Context: an optimization exercise on an open-source flow, tuned for small area. The choices shown serve that exercise and are no tape-out recipe.
Function not checked in this run: the RTL went through the layout flow alone.
Power figures rest on the tool's default switching activity, not on a simulated workload.

### flow/run.sh
#!/bin/bash
# synth_recipe.tcl (not shown) runs the flow's synth.tcl, then flattens the netlist and writes it again
# the make line also repeats each setting of config.mk as NAME=value (left out here)
make -C /OpenROAD-flow-scripts/flow DESIGN_CONFIG=/design/flow/config.mk WORK_HOME=/design/flow/orfs CLKGATE_MAP_FILE= SYNTH_SCRIPT=/design/flow/synth_recipe.tcl finish
### flow/config.mk
export PLATFORM = sky130hd
export DESIGN_NAME = ExceptionHandler
export DESIGN_NICKNAME = ExceptionHandler
export VERILOG_FILES = /design/flow/design.v
export SDC_FILE = /design/flow/constraint.sdc
export NUM_CORES = 4
export LEC_CHECK = 0
export CAP_MARGIN = 20
export CORE_MARGIN = 2
export CORE_UTILIZATION = 40
export SLEW_MARGIN = 20
### flow/constraint.sdc
create_clock -name core_clock -period 10.0 [get_ports {clk}]
set_input_delay 2.0000 -clock core_clock [delete_from_list [all_inputs] [get_ports {clk}]]
set_output_delay 2.0000 -clock core_clock [all_outputs]
set_load 0.01 [all_outputs]
### flow/design.v
module CSRFile (
    input             clk,
    input             rst,
    input      [11:0] csr_addr,        
    input      [11:0] csr_raddr,       
    input      [31:0] csr_wdata,       
    input             csr_write,       
    input      [31:0] csr_set,         
    input             csr_set_valid,   
    input      [31:0] csr_clear,       
    input             csr_clear_valid, 
    output reg [31:0] csr_rdata,       
    output reg [31:0] mstatus,   
    output reg [31:0] mie,       
    output reg [31:0] mtvec,     
    output reg [31:0] mepc,      
    output reg [31:0] mcause,    
    output reg [31:0] mip        
);
    always @(posedge clk or negedge rst) begin
        if (!rst) begin
            mstatus <= 32'h0;
            mie     <= 32'h0;
            mtvec   <= 32'h0;
            mepc    <= 32'h0;
            mcause  <= 32'h0;
            mip     <= 32'h0;
        end else begin
            if (csr_write) begin
                case (csr_addr)
                    12'h300: mstatus <= csr_wdata;
                    12'h304: mie     <= csr_wdata;
                    12'h305: mtvec   <= csr_wdata;
                    12'h341: mepc    <= csr_wdata;
                    12'h342: mcause  <= csr_wdata;
                    12'h344: mip     <= csr_wdata;
                    default: ;
                endcase
            end
            else if (csr_set_valid) begin
                case (csr_addr)
                    12'h300: mstatus <= mstatus | csr_set;
                    12'h304: mie     <= mie     | csr_set;
                    12'h344: mip     <= mip     | csr_set;
                    default: ;
                endcase
            end
            else if (csr_clear_valid) begin
                case (csr_addr)
                    12'h300: mstatus <= mstatus & ~csr_clear;
                    12'h304: mie     <= mie     & ~csr_clear;
                    12'h344: mip     <= mip     & ~csr_clear;
                    default: ;
                endcase
            end
        end
    end
    always @(*) begin
        case (csr_raddr)
            12'h300: csr_rdata = mstatus;
            12'h304: csr_rdata = mie;
            12'h305: csr_rdata = mtvec;
            12'h341: csr_rdata = mepc;
            12'h342: csr_rdata = mcause;
            12'h344: csr_rdata = mip;
            default: csr_rdata = 32'h0;
        endcase
    end
endmodule
module ExceptionHandler
#(  parameter CSR_ADDR_MSTATUS = 12'h300, 
    parameter CSR_ADDR_MIE     = 12'h304, 
    parameter CSR_ADDR_MTVEC   = 12'h305, 
    parameter CSR_ADDR_MEPC    = 12'h341, 
    parameter CSR_ADDR_MCAUSE  = 12'h342, 
    parameter CSR_ADDR_MIP     = 12'h344 )
(
    input  wire        clk,
    input  wire        rst,
    input  wire        exception,         
    input  wire        mret,              
    input  wire [31:0] mcause_in,         
    input  wire [31:0] pc_actual,         
    input  wire        csr_op_valid,      
    input  wire [2:0]  csr_op_type,       
    input  wire [11:0] csr_op_addr,       
    input  wire [31:0] csr_op_wdata,      
    output wire [31:0] csr_op_rdata,      
    output wire        csr_op_done,       
	 output reg [31:0] mtvec_vect_out,   
	 output reg [31:0] mepc_out,          
    output reg         exception_handling_flag  
);
    reg  [11:0] csr_addr;        
    reg  [31:0] csr_wdata;       
    reg         csr_write;       
    reg  [31:0] csr_set;         
    reg         csr_set_valid;   
    reg  [31:0] csr_clear;       
    reg         csr_clear_valid; 
    wire [31:0] csr_rdata;       
    wire [31:0] mstatus, mie, mtvec, mepc, mcause, mip;
    reg [31:0] csr_op_rdata_reg;    
    reg        csr_op_done_reg;
    assign csr_op_rdata = csr_op_rdata_reg;
    assign csr_op_done  = csr_op_done_reg;
    reg [1:0] prep_step;    
    reg       prep_done;    
    CSRFile u_csrfile (
        .clk            (clk),
        .rst            (rst),
        .csr_addr       (csr_addr),
        .csr_raddr      (csr_op_addr),
        .csr_wdata      (csr_wdata),
        .csr_write      (csr_write),
        .csr_set        (csr_set),
        .csr_set_valid  (csr_set_valid),
        .csr_clear      (csr_clear),
        .csr_clear_valid(csr_clear_valid),
        .csr_rdata      (csr_rdata),
        .mstatus        (mstatus),
        .mie            (mie),
        .mtvec          (mtvec),
        .mepc           (mepc),
        .mcause         (mcause),
        .mip            (mip)
    );
    parameter  IDLE       = 3'b000,
               PREPARE    = 3'b001,
               HANDLE     = 3'b010,
               RESTORE    = 3'b011,
               CSR_ACCESS = 3'b100;
    reg [2:0] current_state, next_state;
    always @(posedge clk or negedge rst) begin
        if (!rst) 
            current_state <= IDLE;
        else     
            current_state <= next_state;
    end
    always @(*) begin
        case (current_state)
            IDLE: begin
                if (exception)
                    next_state = PREPARE;
                else if (csr_op_valid)
                    next_state = CSR_ACCESS;
                else
                    next_state = IDLE;
            end
            PREPARE:    next_state = (prep_step == 2'd2) ? HANDLE : PREPARE;
            HANDLE:     next_state = mret ? RESTORE : HANDLE;
            RESTORE:    next_state = IDLE;
            CSR_ACCESS: next_state = IDLE;
            default:    next_state = IDLE;
        endcase
    end
    always @(posedge clk or negedge rst) begin
        if (!rst) begin
            csr_addr         <= 12'h0;
            csr_wdata        <= 32'h0;
            csr_write        <= 1'b0;
            csr_set          <= 32'h0;
            csr_set_valid    <= 1'b0;
            csr_clear        <= 32'h0;
            csr_clear_valid  <= 1'b0;
            csr_op_rdata_reg <= 32'h0;
            csr_op_done_reg  <= 1'b0;
            exception_handling_flag <= 1'b0;
            prep_step        <= 2'd0;
            prep_done        <= 1'b0;
				mtvec_vect_out  <= 32'h0;    
            mepc_out        <= 32'h0;
        end else begin
            csr_addr         <= 12'h0;
            csr_wdata        <= 32'h0;
            csr_write        <= 1'b0;
            csr_set          <= 32'h0;
            csr_set_valid    <= 1'b0;
            csr_clear        <= 32'h0;
            csr_clear_valid  <= 1'b0;
            csr_op_rdata_reg <= 32'h0;   
            csr_op_done_reg  <= 1'b0;
				mtvec_vect_out  <= 32'h0;    
            mepc_out        <= 32'h0;
            prep_done        <= 1'b0;     
            case (current_state)
                PREPARE: begin
                    case (prep_step)
                        2'd0: begin
                            csr_addr  <= CSR_ADDR_MCAUSE;
                            csr_wdata <= mcause_in;
                            csr_write <= 1'b1;
									 mtvec_vect_out <= (mtvec[0])      ?    
                                              ({mtvec[31:2],2'b00} + (mcause_in << 2)) :
                                              {mtvec[31:2],2'b00};   
                            prep_step <= 2'd1;
                        end
                        2'd1: begin
                            csr_addr  <= CSR_ADDR_MEPC;
                            csr_wdata <= pc_actual;
                            csr_write <= 1'b1;
                            prep_step <= 2'd2;
									 mepc_out  <= pc_actual;
                        end
                        2'd2: begin
                            csr_addr  <= CSR_ADDR_MSTATUS;
                            csr_wdata <= { mstatus[31:8],         
                                           mstatus[3],            
                                           mstatus[6:4],          
                                           1'b0,                  
                                           mstatus[2:0] };        
                            csr_write <= 1'b1;
                            prep_step <= 2'd0;    
                            prep_done <= 1'b1;    
                        end
                    endcase
                end
                HANDLE: begin
                    exception_handling_flag <= 1'b1;
                end
                RESTORE: begin
                    exception_handling_flag <= 1'b0;
                    csr_addr  <= CSR_ADDR_MSTATUS;
                    csr_wdata <= { mstatus[31:8],
                                   1'b1,                  
                                   mstatus[6:4],
                                   mstatus[7],            
                                   mstatus[2:0] };
                    csr_write <= 1'b1;
                end
                CSR_ACCESS: begin
                    csr_addr <= csr_op_addr;
                    case (csr_op_type)
                        3'd1: begin                      
                            csr_write <= 1'b1;
                            csr_wdata <= csr_op_wdata;
                        end
                        3'd2: begin                      
                            csr_set_valid <= 1'b1;
                            csr_set       <= csr_op_wdata;
                        end
                        3'd3: begin                      
                            csr_clear_valid <= 1'b1;
                            csr_clear       <= csr_op_wdata;
                        end
                    endcase
                    if (csr_op_type == 3'd0)
                        csr_op_rdata_reg <= csr_rdata;
                    csr_op_done_reg <= 1'b1;  
                end
            endcase
        end
    end
endmodule
==> run_results.csv <==
group,metric,value,unit
timing,slew_violations,0,
synthesis,ys_async_sr_fraction,1.00,
clocking,numCtsBuffers,44,
power,clockPowerShare,0.347,
grt,antenna_found_initial,0,
setup_path,required,10500,ps
place,dpl_cell_area,20200,sq um
timing,finClkSkew,19.7,ps
place,dp_hpwl,33700,um
final_layout,final_layout_size_suffix_gt1_frac,0.130,
power,power_frac_comb,0.208,
synthesis,ys_types,63,
synthesis,syn_inst,1512,
timing,worst_pin_slew,878,ps
clocking,postCtsResizedCells,0,
floorplan,die_x,213,um
synthesis,syn_area_per_cell,11.5,sq um
place,portBuffers,211,
clocking,cts.path.max_buffers,3,
synthesis,yosysTopAreaCell,"dfrtp_1",
floorplan,start_util,0.404,
clocking,clkTransAtPathRegs,60,ps
detailed_routing,viasPerCell,5.82,
final_layout,nFillCells,3867,
synthesis,yosys_warnings,2,
clocking,clock_latency,580,ps
timing,relSlewSlack,0.415,
setup_path,cp-startpoint,"mcause_in[0]",
floorplan,pin_count,214,
setup_path,worstSetupEndpointType,"register",
min_path,hp-class,"reg -> reg",
grt,grt_overflow,0,
setup_path,reg2reg_from,"u_csrfile.mtvec[2]$_DFFE_PN0P_",
synthesis,synth_top_area_frac,0.580,
floorplan,dieArea,45200,sq um
floorplan,die_h,213,um
detailed_routing,drtIter0Drc,1142,
clocking,holdBufCountCts,0,
power,pwr-share-seq,0.444,
job,maxCapViolations,0,
synthesis,synth_ff_type,"dfrtp_1",
detailed_routing,ant_nets,0,
place,place_ws,4550,ps
min_path,hold_start,"u_csrfile.mepc[22]$_DFFE_PN0P_",
final_layout,antenna_cells,0,
grt,grt_use_total,0.251,
synthesis,synth-edff-count,0,
setup_path,reg2reg_depth,12,
setup_path,path_max_fanout,3,
detailed_routing,routedWlPerCell,24.1,um
timing,fin_crit,4870,ps
clocking,h-tree-depth,2,
grt,grt_pass1_wl,84700,um
min_path,whs_path_depth,1,
timing,fmax,205,MHz
power,peakVddDrop,0.000133,V
timing,setup_viol,0,
timing,finalHoldViolCount,0,
outcome,outcome,"timing/DRC/antenna clean",
place,gp_congestion,0.848,
clocking,clkSinkCount,404,
synthesis,ys_seq_area_frac,0.580,
power,p_leak,9.55,nW
timing,tns,0,ps
power,switching_share,0.321,
grt,grt_max_degree,81,
synthesis,synth.area.top_cells,"dfrtp_1 (58%), a22oi_1 (8.1%), o21ai_0 (6.8%), mux2_2 (6.3%), ha_1 (2.4%)",
final_layout,final_nets,1848,
grt,first_global_vias,13709,
clocking,clock_tree.root_cell,"clkbuf_16",
timing,postLayoutSetupSlackWorst,5130,ps
synthesis,synth_seq_cells,404,
final_layout,area_growth,23.9,%
final_layout,final_area,21600,sq um
detailed_routing,finalWirelength,55700,um
clocking,tritoncts,"done",
synthesis,synth.most_common_cell,"dfrtp_1",
timing,fin_hold_ws,507,ps
detailed_routing,num_vias,13441,
setup_path,critPathLaunchType,"primary input",
timing,rsz0062_at_grt,"false",
power,p_int,0.00316,W
setup_path,critPathKind,"in -> reg",
setup_path,critPathArrivalTime,5370,ps
synthesis,netlist_area,17400,sq um
power,power_density,216,nW/um^2
power,switchingPower,0.00149,W
detailed_routing,drc,0,
detailed_routing,drt_pass1_iterations,5,
timing,final.period_utilization,0.487,
floorplan,core-area,43100,sq um
floorplan,rows,76,
clocking,post_cts_buffers,0,
synthesis,synth_common_cells,"dfrtp_1 (404), o21ai_0 (238), a22oi_1 (188)",
==> cell type report <==
class | instances | area, sq um | area share
sequential | 404 | 10100 | 0.468
multi-input combinational | 992 | 6940 | 0.321
timing repair buffer | 242 | 2360 | 0.109
clock buffer | 63 | 1270 | 0.0590
tap | 585 | 732 | 0.0339
clock inverter | 9 | 130 | 0.00603
inverter | 13 | 48.8 | 0.00226
==> metrics by stage <==
step                instances   util  total power [W]
finish                   2308  0.501          0.00465
global route             2308  0.501          0.00487
CTS                      2307  0.501          0.00467
detailed placement       2235  0.468          0.00305
global placement         2235  0.468          0.00303
floorplan                1513      -          0.00256
==> routing by layer <==
metal | up-vias | part of all wire | global-route usage
li1 | 5954 | - | -
met1 | 6911 | 0.43 | 0.347
met2 | 499 | 0.48 | 0.404
met3 | 77 | 0.069 | 0.0446
met4 | 0 | 0.023 | 0.0801
met5 | - | 0 | 0
==> critical path, stage by stage <==
cell	delay (ps)
clkdlybuf4s50_1	450
ha_1	240
fa_1	430
a211oi_2	310
o21bai_2	140
a31oi_2	280
o2111ai_2	270
a221oi_2	480
o21ai_2	140
a311oi_2	290
xnor2_1	140
mux2i_1	80
nor2_1	100
==> placed cells by master (no fill, tap or decap), drive strengths merged, types with 2 or more instances in the layout <==
| cell type | n |
|---|---|
| nand3 | 12 |
| xnor2 | 17 |
| mux2i | 21 |
| a31oi | 35 |
| nor3 | 6 |
| inv | 15 |
| a211oi | 4 |
| o21a | 2 |
| a31o | 3 |
| clkinv | 3 |
| a21o | 16 |
| xor2 | 9 |
| buf | 32 |
| a21oi | 65 |
| nor4 | 3 |
| o211ai | 4 |
| o21bai | 4 |
| bufinv | 3 |
| ha | 34 |
| nand2b | 3 |
| nor2b | 2 |
| nand2 | 32 |
| clkbuf | 63 |
| clkdlybuf4s50 | 210 |
| o22ai | 2 |
| a22oi | 188 |
| or4 | 2 |
| and2 | 65 |
| nand4 | 4 |
| a41oi | 2 |
| and3 | 47 |
| o31ai | 3 |
| dfrtp | 404 |
| mux2 | 97 |
| nor2 | 48 |
| nor4b | 3 |
| o21ai | 240 |
| conb | 2 |
==> path summary, 6_finish.rpt <==
path                                                       end  slack [ps]
worst max-delay path              mtvec_vect_out[30]$_DFF_PN0_        5130
min in group asynchronous               csr_wdata[4]$_DFF_PN0_        1410
worst min-delay path            u_csrfile.mepc[22]$_DFFE_PN0P_         510
worst min register to register  u_csrfile.mepc[22]$_DFFE_PN0P_         510
max in group asynchronous                csr_set[23]$_DFF_PN0_        7230
worst max register to register    mtvec_vect_out[30]$_DFF_PN0_        6570
==> power groups by stage <==
stage          clock network [W]  registers, W  logic, W
3_3_place_gp                   0       0.00208  0.000943
3_5_place_dp                   0       0.00209  0.000959
2_1_floorplan                  0       0.00202  0.000542
6_report                 0.00162       0.00207  0.000969
4_1_cts                  0.00164       0.00207  0.000966
5_1_grt                  0.00171       0.00210   0.00106
==> cells by family after synthesis <==
logic type / Yosys count / share of synthesized area
adders and majority gates: 35 / 0.0256
xor gates and xnor gates: 26 / 0.0131
AOI/OAI and AO/OA: 576 / 0.207
DFF: 404 / 0.580
other: 1 / 0.000215
muxes: 118 / 0.0748
and+or+nand+nor: 235 / 0.0733
buffers and inverters: 117 / 0.0261

[afterwards: timing with drivers on the ports]
Ports are ideal in the flow. The routed layout listed here was re-timed in OpenROAD.
Step 1: set_driving_cell puts a clkbuf_16 on clk and a buf_2 on each other input, an assumption about the parent block.
Step 2, shift: input delay + t, output delay - t, t = (earliest + latest rising clock arrival at the registers) / 2. This alone moves slack from input paths to output paths.
Three values: ideal, step 1, step 2; two values: the first two.
shift t [ns]: 0.622
setup slack, ns: 5.131 / 5.159 / 4.537
worst setup path at the end: input to register
clock arrival spread, ns: 0.020 / 0.020
worst data-port slew with drivers (ns): 0.06
After both steps setup and hold are still met in this run. For this run, drivers alone change the setup slack by +0.028 ns; drivers and shift together by -0.594 ns.
